Source: an optimization exercise on an open RTL-to-GDS flow (aim: small area, a short achievable clock period and few clock cycles per item). Production flows keep margins and buffers that such runs may drop.
Where RTL was checked, it was by simulation tests only, not by an equivalence proof against the original.
Power and IR drop assume default switching activity.

==> inputs of job 671 <==
## err_estimat
module err_estimat
(
   input wire         clk,
   input wire         rst,
   input wire         i_start,
   input wire  [20:0] i_nv,
   input wire  [24:0] i_nu,
   input wire  [20:0] i_no,
   input wire  [20:0] i_mv,
   input wire  [20:0] i_mo,
   output wire [31:0] o_s1,
   output wire [31:0] o_e1,
   output reg         o_vld,
   output wire        o_error
);
clock: 10.0 ns
lec_check: 0
cap_margin: 20
core_margin: 2
core_utilization: 40
place_density: 0.6
setup_slack_margin: 5
slew_margin: 20
run.sh (not shown) runs the stock make flow with config.mk's settings and CLKGATE_MAP_FILE= SYNTH_SCRIPT=/design/flow/synth_recipe.tcl, a recipe that flattens the netlist after the stock synthesis.
==> job 9892 (differences from job 671) <==
--- a/flow/design.v
+++ b/flow/design.v
@@ -8,21 +8,27 @@
    input wire  [20:0] i_no,
    input wire  [20:0] i_mv,
    input wire  [20:0] i_mo,
    output wire [31:0] o_s1,
    output wire [31:0] o_e1,
    output reg         o_vld,
    output wire        o_error
 );
-localparam [2239:0] TT_l_x6 = 2240'hfe00000000000000feffff7f00000000fe1f0080ffff0000fee03f80ff00ff00fee0c08103071f3f7ee1c78e1c78e1c78e26c9b26c9b26c9b24a5294a5294a52946318c6318c6318c6a5294a5294a5294acc6398e631cc63982a5a5495a92a5a548ff01ec33c87f00e933366cccc993332a555aa5555aa5554f0ff0000ff7f00fef000ff00ff800ffef0ff7f0f0080f0fef01f83f01f83f03e31e79c31e79c31c6526ba5d26ba5d64ae6318c6739cc639895a94a54b5ab5a54c33ce31ee11ef10ecc4c6c666666363255d5a5aaaaaa5a540780f0ff0f00f0fe7887f00ff00ff01e9999333333333366aaaa5555555555aaffff000000ffff0000ff00ffff00ff00ffff0000ffff0000ff00ff00ff00ff00;
-function [34:0] l_x6;
-    input [5:0] d;
+localparam [279:0] TT_l_nv = 280'he098543ec64a1894c64a1894c6da4c2a706cda6c5accaa00e09854fe3ec65accaa;
+function [34:0] l_nv;
+    input [2:0] d;
+    integer j;
+    for (j = 0; j < 35; j = j + 1) l_nv[j] = TT_l_nv[j*8 + d];
+endfunction
+localparam [279:0] TT_l_nu = 280'hfefefefefe7e8eb294c64a98540e3254fefefe3ec64a98540e3254fe1e66aa00000000;
+function [34:0] l_nu;
+    input [2:0] d;
     integer j;
-    for (j = 0; j < 35; j = j + 1) l_x6[j] = TT_l_x6[j*64 + d];
+    for (j = 0; j < 35; j = j + 1) l_nu[j] = TT_l_nu[j*8 + d];
 endfunction
 localparam [279:0] TT_l_no = 280'hfe3ec64a98547e8e922492b4e62a706cda6c4a18d48e922492b4e62a706cda6c5accaa;
 function [34:0] l_no;
     input [2:0] d;
     integer j;
     for (j = 0; j < 35; j = j + 1) l_no[j] = TT_l_no[j*8 + d];
 endfunction
 localparam [2367:0] TT_l_y6 = 2368'hf0f0f8f8fcfcfefef0f0f8f8fcfc7e7ef17138381c1c8e8e3692dbc96d24b6925ab4695ab469d2b43366cc3366cc996655aa5555aa55aaaa00ffff0000ffff00ff00ff00ff00ff000000000000000000ffffff0000000000000000ffff000000ff0000ff00ff0000ffff000000ffff00ffff00ffff00ff0000ffff00ffff000000ff0000ff00ff00ff0000ffff00000000ff00ff00ff0000ffffffffffffff000000ffffffffff00ffff000000ffff0000ff0000ff00ff00000000ffff000000ff0000ff00ff0000ffff000000ffff0000ff00ffff00ff00ffff0000ffff0000ff00ff00ff00ff000000000000000000000000000000000000000000000000000000000000000000ffffffff00000000ffff0000ffff0000ff00ff00ff00ff000000000000000000;
@@ -44,22 +50,26 @@
 reg         pha;
 reg  [20:0] rnv, rnu, rno, rmv, rmo;
 reg  [31:0] hx;
 reg         xlz;
 reg   [4:0] hy;
 reg  [28:0] rr;                  
 reg         wc, wq, noz;
 reg         f_ylez, f_ez, f_s1z, f_s1err;
+reg         qlo;                 
 wire start = ~rst & i_start & ~sp;
 wire [34:0] ox  = {{3{hx[31]}}, hx};
-wire [34:0] lx1 = l_x6({rnv[2:0], rnu[2:0]});
-wire [34:0] lx2 = l_no(rno[2:0]);
-wire [34:0] xa  = ox ^ lx1 ^ lx2;
-wire [34:0] xb  = {(ox[33:0] & lx1[33:0]) | (ox[33:0] & lx2[33:0]) | (lx1[33:0] & lx2[33:0]), 1'b0};
+wire [34:0] lx1 = l_nv(rnv[2:0]);
+wire [34:0] lx2 = l_nu(rnu[2:0]);
+wire [34:0] lx3 = l_no(rno[2:0]);
+wire [34:0] xa0 = lx1 ^ lx2 ^ lx3;
+wire [34:0] xb0 = {(lx1[33:0] & lx2[33:0]) | (lx1[33:0] & lx3[33:0]) | (lx2[33:0] & lx3[33:0]), 1'b0};
+wire [34:0] xa  = ox ^ xa0 ^ xb0;
+wire [34:0] xb  = {(ox[33:0] & xa0[33:0]) | (ox[33:0] & xb0[33:0]) | (xa0[33:0] & xb0[33:0]), 1'b0};
 wire [34:0] sx;
 add35 u_sx (.a(xa), .b(xb), .s(sx));
 wire [36:0] ly = l_y6({rmv[2:0], rmo[2:0]});
 wire [36:0] sy;
 add37 u_sy (.a({{3{hy[4]}}, hy, rr}), .b(ly), .s(sy));
 wire last_mul = (cnt == 3'd6);
 wire        xneg  = hx[31] ^ (hx[30] & wc);
 wire        xtopz = wc ? (hx[31:30] == 2'b11) : (hx[31:30] == 2'b00);
@@ -108,71 +118,59 @@
         st_mul <= start | (st_mul & ~last_mul);
         st_div <= ~start & ((st_mul & last_mul) | (st_div & ~div_done));
     end
     pha <= st_div & ~start & (to_pha | (pha & (steps != 5'd1)));
 end
 always @(posedge clk) begin
     dfirst <= st_mul & last_mul;
     cnt <= st_mul ? cnt + 3'd1 : 3'd0;
+    rno <= st_mul ? rno >> 3 : i_no;
+    rmo <= st_mul ? rmo >> 3 : i_mo;
     if (st_mul) begin
         rnv <= rnv >> 3;
         rnu <= rnu >> 3;
-        rno <= rno >> 3;
-        rmo <= rmo >> 3;
-    end else if (st_div) begin
-        if (to_pha)
-            {rnv, rnu[20:10]} <= yw[52:21];
-        else if (pha)
-            {rnv, rnu[20:10]} <= {qa[29:0], q1, q0};
+    end else if (st_div & (to_pha | pha)) begin
+        {rnv, rnu[20:10]} <= to_pha ? yw[52:21] : {qa[29:0], q1, q0};
+        rnu[9:0] <= i_nu[13:4];
     end else begin
         rnv <= i_nv;
-        rnu <= i_nu[24:4];
-        rno <= i_no;
-        rmo <= i_mo;
+        rnu[9:0] <= i_nu[13:4];
+        if (~st_div)
+            rnu[20:10] <= i_nu[24:14];
     end
     if (st_mul & (cnt == 3'd0)) begin
         wc  <= (rno > 21'd1361165);
         wq  <= (rmo > 21'd1677721);
         noz <= (rno == 21'd0);
     end
     if (dfirst) begin
         f_ylez  <= ylez;
         f_ez    <= ez;
         f_s1z   <= s1z;
         f_s1err <= xneg | (xzero & noz);
     end
     if (st_mul)
-    begin
-        hx  <= sx[34:3];
-        xlz <= xlz & (sx[2:0] == 3'd0);
-    end
+        hx <= sx[34:3];
     else if (~st_div)
-    begin
-        hx  <= l_nulo(i_nu[3:0]);
-        xlz <= 1'b1;
-    end
-    if (st_mul) begin
-        {hy, rr} <= sy[36:3];
+        hx <= l_nulo(i_nu[3:0]);
+    xlz <= st_mul ? xlz & (sx[2:0] == 3'd0) : 1'b1;
+    hy <= st_mul ? sy[36:32] : 5'd0;
+    rr <= st_mul ? sy[31:3] : (st_div & ~to_pha) ? rnext : 29'd0;
+    if (st_mul)
         rmv <= {sy[2:0], rmv[20:3]};
-    end else if (st_div) begin
-        if (to_pha)
-            rr <= 29'd0;
-        else if (pha | bstep)
-            rr <= rnext;
-        if (bstep)
-            rmv <= {rmv[18:0], q1, q0};
-    end else begin
-        {hy, rr} <= 34'd0;
+    else if (~st_div)
         rmv <= i_mv;
-    end
+    else if (bstep)
+        rmv <= {rmv[18:0], q1, q0};
+    qlo <= st_div & (qlo | (bstep & (q1 | q0)));
     steps <= ~st_div ? 5'd10 : to_pha ? 5'd16 : (pha & (steps == 5'd1)) ? 5'd10 : (pha | bstep) ? steps - 5'd1 : steps;
 end
 wire [31:0] e1   = {rnu[20:10], rmv[19:0], 1'b0};
-wire        e1gt = (|e1[31:25]) | (e1[24] & (|e1[23:0]));
+wire        e1gt = (|e1[31:25]) | (e1[24] & ((|e1[23:21]) | qlo));
 assign o_s1    = f_s1z ? 32'd0 : {3'd0, sd};
 assign o_e1    = f_ez ? 32'd0 : e1;
 assign o_error = f_s1err | f_ylez | (~f_ez & e1gt);
 endmodule
 module add35 (input wire [34:0] a, input wire [34:0] b, output wire [34:0] s);
 wire [34:0] p = a ^ b;
 wire [34:0] g = a & b;
 wire g_0 = g[1] | (p[1] & g[0]);
Settings changed: PLACE_DENSITY 0.6 to 0.75.
==> job 4114 (differences from job 671) <==
--- a/flow/design.v
+++ b/flow/design.v
@@ -8,21 +8,27 @@
    input wire  [20:0] i_no,
    input wire  [20:0] i_mv,
    input wire  [20:0] i_mo,
    output wire [31:0] o_s1,
    output wire [31:0] o_e1,
    output reg         o_vld,
    output wire        o_error
 );
-localparam [2239:0] TT_l_x6 = 2240'hfe00000000000000feffff7f00000000fe1f0080ffff0000fee03f80ff00ff00fee0c08103071f3f7ee1c78e1c78e1c78e26c9b26c9b26c9b24a5294a5294a52946318c6318c6318c6a5294a5294a5294acc6398e631cc63982a5a5495a92a5a548ff01ec33c87f00e933366cccc993332a555aa5555aa5554f0ff0000ff7f00fef000ff00ff800ffef0ff7f0f0080f0fef01f83f01f83f03e31e79c31e79c31c6526ba5d26ba5d64ae6318c6739cc639895a94a54b5ab5a54c33ce31ee11ef10ecc4c6c666666363255d5a5aaaaaa5a540780f0ff0f00f0fe7887f00ff00ff01e9999333333333366aaaa5555555555aaffff000000ffff0000ff00ffff00ff00ffff0000ffff0000ff00ff00ff00ff00;
-function [34:0] l_x6;
-    input [5:0] d;
+localparam [279:0] TT_l_nv = 280'he098543ec64a1894c64a1894c6da4c2a706cda6c5accaa00e09854fe3ec65accaa;
+function [34:0] l_nv;
+    input [2:0] d;
+    integer j;
+    for (j = 0; j < 35; j = j + 1) l_nv[j] = TT_l_nv[j*8 + d];
+endfunction
+localparam [279:0] TT_l_nu = 280'hfefefefefe7e8eb294c64a98540e3254fefefe3ec64a98540e3254fe1e66aa00000000;
+function [34:0] l_nu;
+    input [2:0] d;
     integer j;
-    for (j = 0; j < 35; j = j + 1) l_x6[j] = TT_l_x6[j*64 + d];
+    for (j = 0; j < 35; j = j + 1) l_nu[j] = TT_l_nu[j*8 + d];
 endfunction
 localparam [279:0] TT_l_no = 280'hfe3ec64a98547e8e922492b4e62a706cda6c4a18d48e922492b4e62a706cda6c5accaa;
 function [34:0] l_no;
     input [2:0] d;
     integer j;
     for (j = 0; j < 35; j = j + 1) l_no[j] = TT_l_no[j*8 + d];
 endfunction
 localparam [2367:0] TT_l_y6 = 2368'hf0f0f8f8fcfcfefef0f0f8f8fcfc7e7ef17138381c1c8e8e3692dbc96d24b6925ab4695ab469d2b43366cc3366cc996655aa5555aa55aaaa00ffff0000ffff00ff00ff00ff00ff000000000000000000ffffff0000000000000000ffff000000ff0000ff00ff0000ffff000000ffff00ffff00ffff00ff0000ffff00ffff000000ff0000ff00ff00ff0000ffff00000000ff00ff00ff0000ffffffffffffff000000ffffffffff00ffff000000ffff0000ff0000ff00ff00000000ffff000000ff0000ff00ff0000ffff000000ffff0000ff00ffff00ff00ffff0000ffff0000ff00ff00ff00ff000000000000000000000000000000000000000000000000000000000000000000ffffffff00000000ffff0000ffff0000ff00ff00ff00ff000000000000000000;
@@ -46,20 +52,23 @@
 reg  [31:0] hx;
 reg         xlz;
 reg   [4:0] hy;
 reg  [28:0] rr;                  
 reg         wc, wq, noz;
 reg         f_ylez, f_ez, f_s1z, f_s1err;
 wire start = ~rst & i_start & ~sp;
 wire [34:0] ox  = {{3{hx[31]}}, hx};
-wire [34:0] lx1 = l_x6({rnv[2:0], rnu[2:0]});
-wire [34:0] lx2 = l_no(rno[2:0]);
-wire [34:0] xa  = ox ^ lx1 ^ lx2;
-wire [34:0] xb  = {(ox[33:0] & lx1[33:0]) | (ox[33:0] & lx2[33:0]) | (lx1[33:0] & lx2[33:0]), 1'b0};
+wire [34:0] lx1 = l_nv(rnv[2:0]);
+wire [34:0] lx2 = l_nu(rnu[2:0]);
+wire [34:0] lx3 = l_no(rno[2:0]);
+wire [34:0] xa0 = lx1 ^ lx2 ^ lx3;
+wire [34:0] xb0 = {(lx1[33:0] & lx2[33:0]) | (lx1[33:0] & lx3[33:0]) | (lx2[33:0] & lx3[33:0]), 1'b0};
+wire [34:0] xa  = ox ^ xa0 ^ xb0;
+wire [34:0] xb  = {(ox[33:0] & xa0[33:0]) | (ox[33:0] & xb0[33:0]) | (xa0[33:0] & xb0[33:0]), 1'b0};
 wire [34:0] sx;
 add35 u_sx (.a(xa), .b(xb), .s(sx));
 wire [36:0] ly = l_y6({rmv[2:0], rmo[2:0]});
 wire [36:0] sy;
 add37 u_sy (.a({{3{hy[4]}}, hy, rr}), .b(ly), .s(sy));
 wire last_mul = (cnt == 3'd6);
 wire        xneg  = hx[31] ^ (hx[30] & wc);
 wire        xtopz = wc ? (hx[31:30] == 2'b11) : (hx[31:30] == 2'b00);
@@ -108,67 +117,54 @@
         st_mul <= start | (st_mul & ~last_mul);
         st_div <= ~start & ((st_mul & last_mul) | (st_div & ~div_done));
     end
     pha <= st_div & ~start & (to_pha | (pha & (steps != 5'd1)));
 end
 always @(posedge clk) begin
     dfirst <= st_mul & last_mul;
     cnt <= st_mul ? cnt + 3'd1 : 3'd0;
+    rno <= st_mul ? rno >> 3 : i_no;
+    rmo <= st_mul ? rmo >> 3 : i_mo;
     if (st_mul) begin
         rnv <= rnv >> 3;
         rnu <= rnu >> 3;
-        rno <= rno >> 3;
-        rmo <= rmo >> 3;
-    end else if (st_div) begin
-        if (to_pha)
-            {rnv, rnu[20:10]} <= yw[52:21];
-        else if (pha)
-            {rnv, rnu[20:10]} <= {qa[29:0], q1, q0};
+    end else if (st_div & (to_pha | pha)) begin
+        {rnv, rnu[20:10]} <= to_pha ? yw[52:21] : {qa[29:0], q1, q0};
+        rnu[9:0] <= i_nu[13:4];
     end else begin
         rnv <= i_nv;
-        rnu <= i_nu[24:4];
-        rno <= i_no;
-        rmo <= i_mo;
+        rnu[9:0] <= i_nu[13:4];
+        if (~st_div)
+            rnu[20:10] <= i_nu[24:14];
     end
     if (st_mul & (cnt == 3'd0)) begin
         wc  <= (rno > 21'd1361165);
         wq  <= (rmo > 21'd1677721);
         noz <= (rno == 21'd0);
     end
     if (dfirst) begin
         f_ylez  <= ylez;
         f_ez    <= ez;
         f_s1z   <= s1z;
         f_s1err <= xneg | (xzero & noz);
     end
     if (st_mul)
-    begin
-        hx  <= sx[34:3];
-        xlz <= xlz & (sx[2:0] == 3'd0);
-    end
+        hx <= sx[34:3];
     else if (~st_div)
-    begin
-        hx  <= l_nulo(i_nu[3:0]);
-        xlz <= 1'b1;
-    end
-    if (st_mul) begin
-        {hy, rr} <= sy[36:3];
+        hx <= l_nulo(i_nu[3:0]);
+    xlz <= st_mul ? xlz & (sx[2:0] == 3'd0) : 1'b1;
+    hy <= st_mul ? sy[36:32] : 5'd0;
+    rr <= st_mul ? sy[31:3] : (st_div & ~to_pha) ? rnext : 29'd0;
+    if (st_mul)
         rmv <= {sy[2:0], rmv[20:3]};
-    end else if (st_div) begin
-        if (to_pha)
-            rr <= 29'd0;
-        else if (pha | bstep)
-            rr <= rnext;
-        if (bstep)
-            rmv <= {rmv[18:0], q1, q0};
-    end else begin
-        {hy, rr} <= 34'd0;
+    else if (~st_div)
         rmv <= i_mv;
-    end
+    else if (bstep)
+        rmv <= {rmv[18:0], q1, q0};
     steps <= ~st_div ? 5'd10 : to_pha ? 5'd16 : (pha & (steps == 5'd1)) ? 5'd10 : (pha | bstep) ? steps - 5'd1 : steps;
 end
 wire [31:0] e1   = {rnu[20:10], rmv[19:0], 1'b0};
 wire        e1gt = (|e1[31:25]) | (e1[24] & (|e1[23:0]));
 assign o_s1    = f_s1z ? 32'd0 : {3'd0, sd};
 assign o_e1    = f_ez ? 32'd0 : e1;
 assign o_error = f_s1err | f_ylez | (~f_ez & e1gt);
 endmodule
==> job 6760 (differences from job 671) <==
--- a/flow/design.v
+++ b/flow/design.v
@@ -35,99 +35,91 @@
 function [31:0] l_nulo;
     input [3:0] d;
     integer j;
     for (j = 0; j < 32; j = j + 1) l_nulo[j] = TT_l_nulo[j*16 + d];
 endfunction
 reg         sp;                  
 reg         st_mul, st_div, dfirst;
 reg   [2:0] cnt;
-reg   [4:0] steps;               
-reg         pha;
+reg   [5:0] rows;                
 reg  [20:0] rnv, rnu, rno, rmv, rmo;
 reg  [31:0] hx;
 reg         xlz;
-reg   [4:0] hy;
+reg  [33:0] hy;
 reg  [28:0] rr;                  
 reg         wc, wq, noz;
 reg         f_ylez, f_ez, f_s1z, f_s1err;
 wire start = ~rst & i_start & ~sp;
 wire [34:0] ox  = {{3{hx[31]}}, hx};
 wire [34:0] lx1 = l_x6({rnv[2:0], rnu[2:0]});
 wire [34:0] lx2 = l_no(rno[2:0]);
 wire [34:0] xa  = ox ^ lx1 ^ lx2;
 wire [34:0] xb  = {(ox[33:0] & lx1[33:0]) | (ox[33:0] & lx2[33:0]) | (lx1[33:0] & lx2[33:0]), 1'b0};
 wire [34:0] sx;
 add35 u_sx (.a(xa), .b(xb), .s(sx));
 wire [36:0] ly = l_y6({rmv[2:0], rmo[2:0]});
 wire [36:0] sy;
-add37 u_sy (.a({{3{hy[4]}}, hy, rr}), .b(ly), .s(sy));
+add37 u_sy (.a({{3{hy[33]}}, hy}), .b(ly), .s(sy));
 wire last_mul = (cnt == 3'd6);
 wire        xneg  = hx[31] ^ (hx[30] & wc);
 wire        xtopz = wc ? (hx[31:30] == 2'b11) : (hx[31:30] == 2'b00);
 wire        xzero = xtopz & (hx[29:0] == 30'd0) & xlz;
 wire [28:0] sd    = hx[29:1];
 wire        s1z   = xneg | (sd == 29'd0);
-wire [52:0] yw = {hy[2:0], rr, rmv};
-wire        yneg  = hy[3] ^ wq;
+wire [52:0] yw = {hy[31:0], rmv};
+wire        yneg  = hy[32] ^ wq;
 wire        ylez  = yneg | (yw == 53'd0);
 wire        ez    = ylez | s1z;
-wire [31:0] qa = {rnv, rnu[20:10]};
-wire [30:0] t  = {rr, pha ? qa[31:30] : rmv[20:19]};
+wire [30:0] t  = {rr, yw[52:51]};
 wire [31:0] c1, c2, c3x;
 sub32 u_c1 (.a({1'b0, t}), .b(~{3'b0, sd}), .s(c1));
 sub32 u_c2 (.a({1'b0, t}), .b(~{2'b0, sd, 1'b0}), .s(c2));
 wire [31:0] ua = ~{1'b0, t}, ub = {3'b0, sd}, uc = {2'b0, sd, 1'b0};
 wire [31:0] us = ua ^ ub ^ uc;
 wire [31:0] uk = {(ua[30:0] & ub[30:0]) | (ua[30:0] & uc[30:0]) | (ub[30:0] & uc[30:0]), 1'b0};
 add32 u_c3 (.a(us), .b(uk), .s(c3x));
 wire [31:0] c3 = ~c3x;
 wire        g1 = ~c1[31], g2 = ~c2[31], g3 = ~c3[31];
 wire        q1 = g2;
 wire        q0 = g3 | (g1 & ~g2);
 wire [28:0] rnext = g3 ? c3[28:0] : g2 ? c2[28:0] : g1 ? c1[28:0] : t[28:0];
+wire [31:0] tm = yw[52:21];
 wire [31:0] hm;
 genvar gi;
 generate for (gi = 0; gi <= 31; gi = gi + 1) begin : g_hm
     if (gi >= 28) begin : g1
         assign hm[gi] = 1'b1;
     end else begin : g0
         assign hm[gi] = ~|sd[28:gi+1];
     end
 end endgenerate
-wire yhsmall = ~|(yw[52:21] & hm);
-wire bstep    = st_div & ~pha & (~dfirst | yhsmall);    
-wire to_pha   = dfirst & ~ez & ~yhsmall;
-wire div_done = st_div & ((dfirst & ez) | (bstep & (steps == 5'd1)));
+wire sk = dfirst & ~|(tm & hm);
+wire [5:0] rows_n = rows - (sk ? 6'd32 : 6'd2);
+wire div_done = st_div & ((dfirst & ez) | (rows_n == 6'd0));
 always @(posedge clk) begin
     sp <= i_start;
     if (rst) begin
         st_mul <= 1'b0;
         st_div <= 1'b0;
         o_vld  <= 1'b0;
     end else begin
         o_vld  <= div_done & ~start;
         st_mul <= start | (st_mul & ~last_mul);
         st_div <= ~start & ((st_mul & last_mul) | (st_div & ~div_done));
     end
-    pha <= st_div & ~start & (to_pha | (pha & (steps != 5'd1)));
 end
 always @(posedge clk) begin
     dfirst <= st_mul & last_mul;
     cnt <= st_mul ? cnt + 3'd1 : 3'd0;
     if (st_mul) begin
         rnv <= rnv >> 3;
         rnu <= rnu >> 3;
         rno <= rno >> 3;
         rmo <= rmo >> 3;
-    end else if (st_div) begin
-        if (to_pha)
-            {rnv, rnu[20:10]} <= yw[52:21];
-        else if (pha)
-            {rnv, rnu[20:10]} <= {qa[29:0], q1, q0};
     end else begin
         rnv <= i_nv;
         rnu <= i_nu[24:4];
         rno <= i_no;
         rmo <= i_mo;
     end
     if (st_mul & (cnt == 3'd0)) begin
         wc  <= (rno > 21'd1361165);
@@ -146,32 +138,31 @@
         xlz <= xlz & (sx[2:0] == 3'd0);
     end
     else if (~st_div)
     begin
         hx  <= l_nulo(i_nu[3:0]);
         xlz <= 1'b1;
     end
     if (st_mul) begin
-        {hy, rr} <= sy[36:3];
+        hy  <= sy[36:3];
         rmv <= {sy[2:0], rmv[20:3]};
     end else if (st_div) begin
-        if (to_pha)
-            rr <= 29'd0;
-        else if (pha | bstep)
-            rr <= rnext;
-        if (bstep)
-            rmv <= {rmv[18:0], q1, q0};
+        if (sk)
+            {hy[31:0], rmv} <= {yw[20:0], 32'd0};
+        else
+            {hy[31:0], rmv} <= {yw[50:0], q1, q0};
     end else begin
-        {hy, rr} <= 34'd0;
+        hy  <= 34'd0;
         rmv <= i_mv;
     end
-    steps <= ~st_div ? 5'd10 : to_pha ? 5'd16 : (pha & (steps == 5'd1)) ? 5'd10 : (pha | bstep) ? steps - 5'd1 : steps;
+    rows <= st_div ? rows_n : 6'd52;
+    rr <= ~st_div ? 29'd0 : sk ? tm[28:0] : rnext;
 end
-wire [31:0] e1   = {rnu[20:10], rmv[19:0], 1'b0};
+wire [31:0] e1   = {yw[30:0], 1'b0};
 wire        e1gt = (|e1[31:25]) | (e1[24] & (|e1[23:0]));
 assign o_s1    = f_s1z ? 32'd0 : {3'd0, sd};
 assign o_e1    = f_ez ? 32'd0 : e1;
 assign o_error = f_s1err | f_ylez | (~f_ez & e1gt);
 endmodule
 module add35 (input wire [34:0] a, input wire [34:0] b, output wire [34:0] s);
 wire [34:0] p = a ^ b;
 wire [34:0] g = a & b;
==> flow_summary.yaml <==
status:
  status: "finished clean"
die:
  rows: 82
clock_network:
  numCtsBuffers: 26
  clk_pin_slew_ns: 0.07
  clock_path_buffers: 3
final_layout:
  fin_cells: 3248
  drive_gt1_share_pct: 9.74
global_route:
  antenna_found_initial: 0
routing:
  wl_per_cell_um: 20.7
  via_count: 18900
  dr_wl_met2_um: 31100
pwr:
  power.density_nw_per_um2: 229
timing:
  setup_slack_ns: 5.12
worst_setup_path:
  crit_buf_inv: 3
yosys:
  synth_edf_count: 42
-- figures above: job 6760

==> flow_summary.yaml <==
die:
  rows: 81
  die_x_um: 225
yosys:
  synth-xor-area-share_pct: 5.49
  synth_edf_count: 68
routing:
  via_count: 17600
  dr_wl_met2_um: 31100
  wl_per_cell_um: 21.8
clock_network:
  clk_pin_slew_ns: 0.09
  clock_path_buffers: 2
  numCtsBuffers: 17
worst_setup_path:
  crit_buf_inv: 2
  crit_chain: "inv_1 > fa_1 > inv_1 > ha_1 > a21o_1 > a21o_1 > a32oi_1 > a41oi_2 > o21ai_2 > o41a_1 > a21oi_2 > a2111oi_1 > a211o_1"
status:
  status: "finished clean"
final_layout:
  fin_cells: 2992
  drive_gt1_share_pct: 8.53
pwr:
  power.density_nw_per_um2: 282
  p_leak_nw: 9.60
placed_design:
  dp.cells: 2954
-- figures above: job 9892

==> flow_summary.yaml <==
timing:
  setup_slack_ns: 4.89
routing:
  dr_wl_met2_um: 33900
  via_count: 20300
  wl_per_cell_um: 23.2
pwr:
  power.density_nw_per_um2: 234
clock_network:
  clock_path_buffers: 2
  clk_pin_slew_ns: 0.08
  numCtsBuffers: 17
yosys:
  synthArstFlopShare_pct: 0
status:
  status: "finished clean"
final_layout:
  fin_cells: 3351
-- figures above: job 671

==> flow_summary.yaml <==
global_route:
  antenna_found_initial: 1
die:
  rows: 81
timing:
  setup_slack_ns: 5.00
routing:
  wl_per_cell_um: 22.7
  via_count: 17300
  dr_wl_met2_um: 32500
status:
  status: "finished clean"
pwr:
  power.density_nw_per_um2: 280
final_layout:
  drive_gt1_share_pct: 10.3
clock_network:
  clock_path_buffers: 2
  clk_pin_slew_ns: 0.08
-- figures above: job 4114

Testbench counts of job 671, summed over its fixed seeds: cycles 21,600, items 1,200.
Testbench counts of job 4114, summed over its fixed seeds: cycles 21,600, items 1,200.
Testbench counts of job 6760, summed over its fixed seeds: cycles 22,800, items 1,200.
No functional check of the RTL was part of job 9892.

==> what the ideal ports hide <==
The flow's constraints put no driver on any port. The routed layouts listed below were extracted and timed again, unchanged, in two steps.
Step 1, drivers: a clkbuf_16 drives clk and a buf_2 each remaining input, both assumed.
Step 2, shift: input delay + t, output delay - t, t = (earliest + latest rising clock arrival at the registers) / 2. This alone moves slack from input paths to output paths.
Slacks: ideal / step 1 / step 2; pairs: ideal / step 1.
| run | t (ns) | setup WS [ns] | hold slack, ns | latest minus earliest clock arrival (ns) |
|---|---|---|---|---|
| job 671 | 0.520 | 4.892 / 4.892 / 4.892 | 0.480 / 0.480 / 0.480 | 0.012 / 0.012 |
| job 9892 | 0.518 | 5.123 / 5.123 / 5.123 | 0.451 / 0.451 / 0.451 | 0.018 / 0.018 |
| job 4114 | 0.520 | 5.000 / 5.000 / 5.000 | 0.442 / 0.442 / 0.442 | 0.016 / 0.016 |
| job 6760 | 0.613 | 5.123 / 5.123 / 5.123 | 0.438 / 0.438 / 0.438 | 0.013 / 0.013 |
After both steps every run listed still meets setup and hold.
